This design comes from an exercise in tuning for small area on the open sky130 flow, not from production work. Only simulation tests tie the RTL to the original design; equivalence was not proved. The clock port is modelled as an ideal driver; clocking choices that lean on that would not hold on a real chip. Power and IR drop assume default switching activity.

== alpha ==
## top
module top(
input clk,
input rst,
input minplus, hrplus,
output [3:0]out,
output [6:0]Display,
output ledtest,
output plustest
    );
 wire pulse;
 wire [3:0] mu, hr, d;
 wire [2:0] mt;
 wire [1:0] m;
 secondTest u_second(.clk(clk), .rst(rst), .ledtest(ledtest), .pulse(pulse));
 Temp u_temp(.clk(clk), .rst(rst), .pulse(pulse), .minplus(minplus), .hrplus(hrplus),
             .mu(mu), .mt(mt), .hr(hr));
 Habilitador u_habil(.clk(clk), .rst(rst), .m(m));
 EnableDisplay u_enable(.m(m), .mu(mu), .mt(mt), .hr(hr), .out(out), .d(d));
 SevenSegDrive u_sevenseg(.d(d), .seg(Display));
 assign plustest = 1'b0;
endmodule
Size: roughly 330 cells after synthesis, ~17 I/O pins, roughly 2300 um2 of cells after synthesis.
Settings: LEC_CHECK=0, CAP_MARGIN=20, CORE_MARGIN=2, CORE_UTILIZATION=40, SLEW_MARGIN=20; clock period 10.0 ns.
standard.sh (not shown) runs the stock make flow with config.mk's settings and CLKGATE_MAP_FILE= SYNTH_SCRIPT=/design/flow/synth_recipe.tcl, a recipe that flattens the netlist after the stock synthesis.
==> flow/flow/run.sh <==
#!/bin/bash
# Own layout flow: the standard ORFS flow, with these changes:
#  - synthesis: the standard flow's synthesis script, but without the adder extraction
#    (ADDER_MAP_FILE empty) and with area-only ABC scripts (deepsyn with a
#    few seeds, then amap) in place of ORFS's delay-driven one; the smallest
#    mapping is kept (flow/abc_override.tcl);
#  - port buffers: sky130_fd_sc_hd__buf_1 instead of the resizer's default;
#  - clock: instead of an H-tree, flow/pre_cts.tcl (run by ORFS's CTS step
#    before clock_tree_synthesis, which then leaves the buffered clock alone)
#    drives the registers from a few clock buffers fed by the clock port.
# Each tool's output goes to the ORFS logs under orfs/logs; make's own output
# goes to flow_make.log in this folder.
set -euo pipefail
W=$(pwd)
mkdir -p "$W/abc_scripts"
scripts=""
for seed in 0 1 2 3 4 5 6 7; do
  f="$W/abc_scripts/deepsyn_$seed.abc"
  printf '%s\n' strash '&get -n' "&deepsyn -S $seed -J 50 -T 120" '&put' 'dch -f' amap > "$f"
  scripts="$scripts $f"
done
{
  printf 'set own_abc_scripts {%s}\n' "$scripts"
  cat "$W/flow/abc_override.tcl"
  cat "$W/synth_recipe.tcl"
} > "$W/own_synth.tcl"
export OWN_CLK_GROUPS=2
export OWN_CLK_BUF=sky130_fd_sc_hd__clkbuf_16
bash "$W/standard.sh" "SYNTH_SCRIPT=$W/own_synth.tcl" "ADDER_MAP_FILE=" \
  "BUFFER_PORTS_ARGS=-buffer_cell sky130_fd_sc_hd__buf_1" \
  "PRE_CTS_TCL=$W/flow/pre_cts.tcl" finish > "$W/flow_make.log" 2>&1
==> flow/flow/abc_override.tcl <==
# Yosys's abc pass as ORFS calls it, but run once per ABC script in
# own_abc_scripts (in place of the script ORFS gives it, and without the
# delay target); the mapping with the smallest cell area is kept.
proc own_area {} {
  global own_liberty
  set s [tee -q -s result.string stat -liberty $own_liberty]
  if { [regexp {Chip area for module '[^']*': ([0-9.eE+-]+)} $s -> a] } {
    return $a
  }
  return 1e30
}
proc abc {args} {
  global own_abc_scripts own_liberty
  set i [lsearch -exact $args -D]
  if { $i >= 0 } { set args [lreplace $args $i [expr { $i + 1 }]] }
  set own_liberty [lindex $args [expr { [lsearch -exact $args -liberty] + 1 }]]
  set i [expr { [lsearch -exact $args -script] + 1 }]
  yosys design -save own_pre_abc
  set best 1e30
  set n 0
  foreach script $own_abc_scripts {
    if { $n > 0 } { yosys design -load own_pre_abc }
    yosys abc {*}[lreplace $args $i $i $script]
    set a [own_area]
    puts "own abc: $script gives cell area $a"
    if { $a < $best } {
      set best $a
      yosys design -save own_best_abc
    }
    incr n
  }
  yosys design -load own_best_abc
  puts "own abc: kept cell area $best"
}
Other scripts of this flow, unchanged in this note and not shown: flow/flow/pre_cts.tcl
alpha was carried through to the last stage, and its layout satisfied the timing, design-rule and antenna checks.
--- input diff alpha..beta ---
--- a/flow/flow/run.sh
+++ b/flow/flow/run.sh
@@ -4,3 +4,2 @@
-#    (ADDER_MAP_FILE empty) and with area-only ABC scripts (deepsyn with a
-#    few seeds, then amap) in place of ORFS's delay-driven one; the smallest
-#    mapping is kept (flow/abc_override.tcl);
+#    (ADDER_MAP_FILE empty) and with an area-only ABC script (flow/area.abc)
+#    in place of ORFS's delay-driven one;
@@ -15,7 +13,0 @@
-mkdir -p "$W/abc_scripts"
-scripts=""
-for seed in 0 1 2 3 4 5 6 7; do
-  f="$W/abc_scripts/deepsyn_$seed.abc"
-  printf '%s\n' strash '&get -n' "&deepsyn -S $seed -J 50 -T 120" '&put' 'dch -f' amap > "$f"
-  scripts="$scripts $f"
-done
@@ -23 +15 @@
-  printf 'set own_abc_scripts {%s}\n' "$scripts"
+  printf 'set own_abc_script {%s}\n' "$W/flow/area.abc"
==> flow/flow/abc_override.tcl <==
# Runs Yosys's abc pass with own_abc_script in place of the script ORFS
# gives it, and without the delay target.
proc abc {args} {
  global own_abc_script
  set i [lsearch -exact $args -script]
  if { $i >= 0 } { set args [lreplace $args [expr { $i + 1 }] [expr { $i + 1 }] $own_abc_script] }
  set i [lsearch -exact $args -D]
  if { $i >= 0 } { set args [lreplace $args $i [expr { $i + 1 }]] }
  yosys abc {*}$args
}
==> flow/flow/area.abc (new file) <==
strash
&get -n
&deepsyn -J 50 -T 300
&put
dch -f
map -a
topo
dnsize
Findings:
beta: no failed stages, no open violations at the end. Number of nets at the end of the flow (beta / alpha): 1.13. For synthesized cell count, dividing the value from alpha by the value from beta gives 0.880. Taking alpha as the reference point, the sequential share of layout area of beta falls by 2.2 points. alpha → beta: layout overhead on the synthesized area -0.31 points; setup slack of the critical path after layout +0.41 ns.

* * *

Starting RTL as in the previous note.
// top
module top(
input clk,
input rst,
input minplus, hrplus,
output [3:0]out,
output [6:0]Display,
output ledtest,
output plustest
    );
==> flow/config.mk <==
export PLATFORM = sky130hd
export DESIGN_NAME = top
export DESIGN_NICKNAME = top
export VERILOG_FILES = /design/flow/design.v
export SDC_FILE = /design/flow/constraint.sdc
export NUM_CORES = 8
export LEC_CHECK = 0
export CAP_MARGIN = 20
export CORE_MARGIN = 2
export CORE_UTILIZATION = 40
export SLEW_MARGIN = 20
==> flow/constraint.sdc <==
create_clock -name core_clock -period 10.0 [get_ports {clk}]
set_input_delay 2.0000 -clock core_clock [delete_from_list [all_inputs] [get_ports {clk}]]
set_output_delay 2.0000 -clock core_clock [all_outputs]
set_load 0.01 [all_outputs]
==> flow/flow/run.sh <==
#!/bin/bash
# Own layout flow: the standard ORFS flow, with two changes:
#  - synthesis: the standard flow's synthesis script, but without the adder extraction
#    (ADDER_MAP_FILE empty) and with an area-only ABC script (flow/area.abc)
#    in place of ORFS's delay-driven one;
#  - port buffers: sky130_fd_sc_hd__buf_1 instead of the resizer's default.
# Each tool's output goes to the ORFS logs under orfs/logs; make's own output
# goes to flow_make.log in this folder.
set -euo pipefail
W=$(pwd)
{
  printf 'set own_abc_script {%s}\n' "$W/flow/area.abc"
  cat "$W/flow/abc_override.tcl"
  cat "$W/synth_recipe.tcl"
} > "$W/own_synth.tcl"
bash "$W/standard.sh" "SYNTH_SCRIPT=$W/own_synth.tcl" "ADDER_MAP_FILE=" \
  "BUFFER_PORTS_ARGS=-buffer_cell sky130_fd_sc_hd__buf_1" finish > "$W/flow_make.log" 2>&1
==> flow/flow/abc_override.tcl <==
# Runs Yosys's abc pass with own_abc_script in place of the script ORFS
# gives it, and without the delay target.
proc abc {args} {
  global own_abc_script
  set i [lsearch -exact $args -script]
  if { $i >= 0 } { set args [lreplace $args [expr { $i + 1 }] [expr { $i + 1 }] $own_abc_script] }
  set i [lsearch -exact $args -D]
  if { $i >= 0 } { set args [lreplace $args $i [expr { $i + 1 }]] }
  yosys abc {*}$args
}
==> flow/flow/area.abc <==
strash
&get -n
&deepsyn -J 50 -T 300
&put
dch -f
map -a
topo
dnsize
Next try:
==> flow/run.sh (new file) <==
#!/bin/bash
# synth_recipe.tcl (not shown) runs the flow's synth.tcl, then flattens the netlist and writes it again
# the make line also repeats each setting of config.mk as NAME=value (left out here)
make -C /OpenROAD-flow-scripts/flow DESIGN_CONFIG=/design/flow/config.mk WORK_HOME=/design/flow/orfs CLKGATE_MAP_FILE= SYNTH_SCRIPT=/design/flow/synth_recipe.tcl finish
- ABC_AREA: not set -> 1
removed: flow/flow/run.sh
removed: flow/flow/abc_override.tcl
removed: flow/flow/area.abc
removed: flow/standard.sh
Result:
- synthesized cell count is higher by about a fifth
- area after synthesis is higher by a quarter to a third
- worst setup slack is worse by 760 ps
- total power is higher by a little under a tenth
- clock-buffer cell count is higher by 1
- cell area is higher by a quarter to a third
- non-clock buffer count does not change

[re-timing with driven ports]
The flow's constraints put no driver on any port. The routed layouts listed below were extracted and timed again, unchanged, in two steps.
Step 1 assumes that a clkbuf_16 drives the clock port and a buf_2 every other input.
Step 2 moves the port delays by t, midway between the first and last clock arrival at a register: inputs arrive t later, outputs are due t later. That takes back most of the time a late clock gives input paths.
Three values: ideal, step 1, step 2; two values: the first two.
run	t (ns)	setup WS [ns]	hold WS [ns]	worst setup path at the end	cell pins on the clock port's net
alpha	0.203	4.739 / 4.692 / 4.895	0.379 / 0.379 / 0.379	register to output	2
beta	0.202	5.150 / 5.101 / 5.303	0.377 / 0.377 / 0.377	register to output	2
the first run of note 2	0.328	5.062 / 5.033 / 5.361	0.378 / 0.378 / 0.378	register to output	1
the second run of note 2	0.329	4.302 / 4.272 / 4.600	0.381 / 0.381 / 0.381	register to output	1
After both steps every run listed still meets setup and hold.
